This design comes from an exercise in tuning for small area on the open sky130 flow, not from production work.
In this exercise RTL edits were held to simulation tests only and were not proved equivalent to the original.
The flow treats the clock pin as an ideal source, which a real chip does not have.
Power and IR drop assume default switching activity.

== exp/fjord ==
Design top_tx_srrc, start of the top module:
module top_tx_srrc (
    output [13:0] o_data_i,
    output [13:0] o_data_q,
    input         i_prbs_enable,
    input         i_enable_srrc,
    input         i_soft_reset,
    input         clock
    );
   reg prbs_enable;
   reg enable_srrc;
   reg soft_reset;
   always @(posedge clock) begin
      prbs_enable <= i_prbs_enable;
      enable_srrc <= i_enable_srrc;
      soft_reset  <= ~i_soft_reset;
   end
   wire v8, v1;
   wire bit_i, bit_q;
   tx_fcsg u_tx_fcsg (
      .out_ctrl_valid_8MHz   (v8),
      .out_ctrl_valid_1oTMHz (v1),
      .in_reset              (soft_reset),
      .clock                 (clock)
   );
   prbsx u_prbsx (
      .out_data_i (bit_i),
      .out_data_q (bit_q),
      .in_enable  (prbs_enable & v1),
      .in_reset   (soft_reset),
      .clock      (clock)
   );
   reg [2:0] ph;     
   reg [1:0] pcol;   
   reg [1:0] rot;    
   always @(posedge clock) begin
      if (soft_reset) begin
         ph   <= 3'd0;
         pcol <= 2'd0;
         rot  <= 2'd0;
      end
      else if (enable_srrc) begin
         if (v1)
           ph <= 3'd0;
         else if (v8)
           ph <= ph + 3'd1;
         pcol <= v8 ? 2'd0 : pcol + 2'd1;
         rot  <= v1 ? 2'd0 : rot + 2'd1;
      end
   end
   wire [12:0] m_sum, m_dif;    
   wire        s_sum, s_dif;    
   tx_srrc_rom u_rom (
      .addr  ({ph, pcol}),
      .m_sum (m_sum),
      .m_dif (m_dif),
      .s_sum (s_sum),
      .s_dif (s_dif)
   );
   tx_srrc_ch u_ch_i (
      .out_srrc (o_data_i),
      .in_srrc  (bit_i),
      .m_sum    (m_sum),
      .m_dif    (m_dif),
      .s_sum    (s_sum),
      .s_dif    (s_dif),
      .rot      (rot),
      .in_reset (soft_reset),
      .in_enable(enable_srrc),
      .v8       (v8),
      .v1       (v1),
      .clock    (clock)
   );
   tx_srrc_ch u_ch_q (
      .out_srrc (o_data_q),
      .in_srrc  (bit_q),
      .m_sum    (m_sum),
      .m_dif    (m_dif),
      .s_sum    (s_sum),
      .s_dif    (s_dif),
      .rot      (rot),
      .in_reset (soft_reset),
      .in_enable(enable_srrc),
      .v8       (v8),
      .v1       (v1),
      .clock    (clock)
   );
endmodule
Size: ~610 cells after synthesis, ~32 I/O pins.
clock: 12.0 ns
lec_check: 0
abc_area: 1
cap_margin: 20
core_margin: 2
core_utilization: 72
gpl_timing_driven: 0
slew_margin: 20
buffer_ports_args: -buffer_cell sky130_fd_sc_hd__buf_1
cts_args: -sink_clustering_enable -repair_clock_nets -dont_use_dummy_load -buf_list sky130_fd_sc_hd__clkbuf_4 -root_buf sky130_fd_sc_hd__clkbuf_4
post_cts_tcl: /design/flow/flow/post_cts.tcl
standard.sh (not shown) runs the stock make flow with config.mk's settings and CLKGATE_MAP_FILE= SYNTH_SCRIPT=/design/flow/synth_recipe.tcl, a recipe that flattens the netlist after the stock synthesis.
==> flow/flow/run.sh <==
#!/bin/bash
# Own flow: the standard synthesis, then the combinational logic re-mapped for
# area (registers untouched; full adders kept, their polarities chosen to save
# inverters), then the standard ORFS layout with small port
# buffers and a clock tree of small buffers.
set -euo pipefail
W=$(pwd)
F=$W/flow
R=$W/orfs/results/$FLOW_PLATFORM/top_tx_srrc/base
YOSYS=$FLOW_HOME/../tools/install/yosys/bin/yosys

sed "s#\$(FLOW_FLOW_DIR)#$F#" $F/extra.mk >> $W/config.mk

bash $W/standard.sh synth > $W/flow_synth.log 2>&1

cp $R/1_2_yosys.v $W/std_1_2_yosys.v
export REOPT_LIB=$FLOW_HOME/platforms/$FLOW_PLATFORM/lib/sky130_fd_sc_hd__tt_025C_1v80.lib
export REOPT_TOP=$FLOW_TOP
export REOPT_IN=$W/std_1_2_yosys.v
export REOPT_OUT=$R/1_2_yosys.v
export REOPT_STAT=$W/reopt_stat.txt
export REOPT_DONT_USE="$(sed -n 's/.*DONT_USE_CELLS *+\?= *//p; /^ \+sky130/p' $FLOW_HOME/platforms/$FLOW_PLATFORM/config.mk | tr -d '\\' | tr -s ' \n' ' ')"
export REOPT_POL=$F/fa_polarity.py
export REOPT_TMP=$W
export REOPT_SCRIPT='+strash;dc2;dch,-f;amap;&get,-n;&st;&dch,-f;&nf,-R,1000;&put'
$YOSYS -c $F/reopt.tcl > $W/flow_reopt.log 2>&1
rm -f $R/1_synth.odb $R/1_synth.sdc

bash $W/standard.sh > $W/flow_layout.log 2>&1
==> flow/flow/post_cts.tcl <==
# Resize the clock tree buffers for the clock-pin slew limit: the CTS builds the
# whole tree from one small buffer type; a buffer that drives flip-flop clock
# pins seeing a slew above the target gets the next larger clock buffer, and a
# buffer that drives only buffers is upsized only if their input slew is high.
set target 0.110
set target_tree 0.250
set next(sky130_fd_sc_hd__clkbuf_4) sky130_fd_sc_hd__clkbuf_8
set next(sky130_fd_sc_hd__clkbuf_8) sky130_fd_sc_hd__clkbuf_16
for {set pass 0} {$pass < 3} {incr pass} {
  estimate_parasitics -placement
  set n_up 0
  foreach inst [get_cells clkbuf_*] {
    set net [get_nets -of_objects [get_pins [get_full_name $inst]/X]]
    set worst 0
    set has_ff 0
    foreach p [get_pins -of_objects $net -filter "direction == input"] {
      if {[get_property $p is_register_clock]} { set has_ff 1 }
      set s [get_property $p slew_max]
      if {$s > $worst} { set worst $s }
    }
    set lim [expr {$has_ff ? $target : $target_tree}]
    set ref [get_property $inst ref_name]
    if {$worst > $lim && [info exists next($ref)]} {
      replace_cell $inst $next($ref)
      incr n_up
    }
  }
  puts "post_cts pass $pass: resized $n_up clock buffers"
  if {$n_up == 0} { break }
}
estimate_parasitics -placement
detailed_placement
check_placement -verbose
==> flow/flow/reopt.tcl <==
# Re-map the combinational logic of the standard synthesis netlist for area.
# The registers stay as they are (same instances, names and cell types).
yosys -import
set lib $::env(REOPT_LIB)
set top $::env(REOPT_TOP)
read_liberty -ignore_miss_func $lib
read_verilog $::env(REOPT_IN)
hierarchy -top $top
# sequential cells stay black boxes, so flatten only dissolves combinational cells
foreach c {dfxtp_1 conb_1 fa_1} { blackbox sky130_fd_sc_hd__$c }
flatten
yosys rename -hide w:_*
opt_clean -purge
blackbox sky130_fd_sc_hd__*
opt -purge
# choose full-adder polarities (flow/fa_polarity.py), then map
write_json $::env(REOPT_TMP)/pre_pol.json
puts [exec python3 $::env(REOPT_POL) $::env(REOPT_TMP)/pre_pol.json $::env(REOPT_TMP)/post_pol.json $top]
design -reset
read_json $::env(REOPT_TMP)/post_pol.json
hierarchy -top $top
set du {}
foreach c $::env(REOPT_DONT_USE) { lappend du -dont_use $c }
abc -liberty $lib {*}$du -script $::env(REOPT_SCRIPT)
opt_clean -purge
setundef -zero
hilomap -singleton -hicell sky130_fd_sc_hd__conb_1 HI -locell sky130_fd_sc_hd__conb_1 LO
splitnets
opt_clean -purge
#insbuf
tee -o $::env(REOPT_STAT) stat -liberty $lib
write_verilog -noattr -nohex -nodec $::env(REOPT_OUT)
Other scripts of this flow, unchanged in this note and not shown: flow/flow/extra.mk, flow/flow/fa_polarity.py
Edits applied to the flow inputs when going from exp/fjord to exp/delta:
Settings: CORE_UTILIZATION changed from 72 to 88.
diff --git a/flow/flow/run.sh b/flow/flow/run.sh
--- a/flow/flow/run.sh
+++ b/flow/flow/run.sh
@@ -25 +25 @@
-export REOPT_SCRIPT='+strash;dc2;dch,-f;amap;&get,-n;&st;&dch,-f;&nf,-R,1000;&put'
+export REOPT_SCRIPT='+strash;dc2;dch,-f;amap'
diff --git a/flow/flow/post_cts.tcl b/flow/flow/post_cts.tcl
--- a/flow/flow/post_cts.tcl
+++ b/flow/flow/post_cts.tcl
@@ -5 +5 @@
-set target 0.110
+set target 0.112
- Relative to exp/fjord, die extent in y has decreased by 8.6% in exp/delta.
- exp/delta is listed as incomplete: the tool reported an error in 3_1_place_gp_skip_io and the run ended there.
- exp/fjord completed; timing, DRC and antenna clean
- Summary of exp/delta over exp/fjord: synthesized instance count shows an increase of about 13%; net count after synthesis has increased.
#### Input delta (exp/amber over exp/delta)
Settings: swapping 88 for 80 in CORE_UTILIZATION.
diff --git a/flow/flow/post_cts.tcl b/flow/flow/post_cts.tcl
--- a/flow/flow/post_cts.tcl
+++ b/flow/flow/post_cts.tcl
@@ -5 +5 @@
-set target 0.112
+set target 0.110
Both conditions hold for exp/amber: the flow ran to the end and the final layout passed the timing, design-rule and antenna checks.
exp/amber vs exp/delta: total number of placement rows up by a little under 10%
Re per-instance average area after synthesis: no difference whatsoever between exp/amber and exp/delta.
Relative to exp/delta, the horizontal die dimension measured on exp/amber has increased by a few percent.
The following lists how exp/maple was set up differently from exp/amber:
diff --git a/flow/flow/run.sh b/flow/flow/run.sh
--- a/flow/flow/run.sh
+++ b/flow/flow/run.sh
@@ -25 +25 @@
-export REOPT_SCRIPT='+strash;dc2;dch,-f;amap'
+export REOPT_SCRIPT='+&get,-n;&st;&dch,-f;&nf,-R,1000;&put'
diff --git a/flow/flow/post_cts.tcl b/flow/flow/post_cts.tcl
--- a/flow/flow/post_cts.tcl
+++ b/flow/flow/post_cts.tcl
@@ -5 +5 @@
-set target 0.110
+set target 0.115
Findings:
Relative to exp/amber, the total wirelength of the detailed-routed design measured on exp/maple has decreased by more than 10%. On post-placement cell area, the higher figure sits with exp/maple, not exp/amber. Arrival time reported for the critical path endpoint: exp/maple vs exp/amber down 0.23 ns. exp/amber vs exp/maple, start point of the critical path: pcol[1]$_SDFFE_PP0P_ vs ph[0]$_SDFFE_PP0P_. Die width (lower): exp/amber. Between exp/amber and exp/maple, the flow reports design internal power increasing by a few percent. Summary of exp/maple over exp/amber: net count after synthesis decreased by about 4.6% relative to the old numbers, cell count decreased by 31 relative to the old numbers, fill cell instance count of the final layout now sits higher. The setup slack of exp/maple is larger than that of exp/amber.

==> separate check: timing with driven ports <==
How much do the figures lean on ideal ports? The routed layouts below were timed once more, with nothing changed but the port constraints. Step 1 (the two cells are an assumption about what drives the block):
set clk [get_ports {clock}]
set_driving_cell -lib_cell sky130_fd_sc_hd__clkbuf_16 $clk
set_driving_cell -lib_cell sky130_fd_sc_hd__buf_2 [delete_from_list [all_inputs] $clk]
Step 2 also shifts input and output timing later by t, the mid clock arrival at the registers, as if the neighbouring blocks saw the same clock. Three values: no drivers, after step 1, after step 2; two values: the first two.
run | shift t [ns] | setup slack, ns | pins driven straight from the clock port
exp/fjord | 0.458 | 1.432 / 1.432 / 1.432 | 1
exp/amber | 0.484 | 0.609 / 0.609 / 0.609 | 1
exp/maple | 0.479 | 0.814 / 0.814 / 0.814 | 1
After both steps every run listed still meets setup and hold.
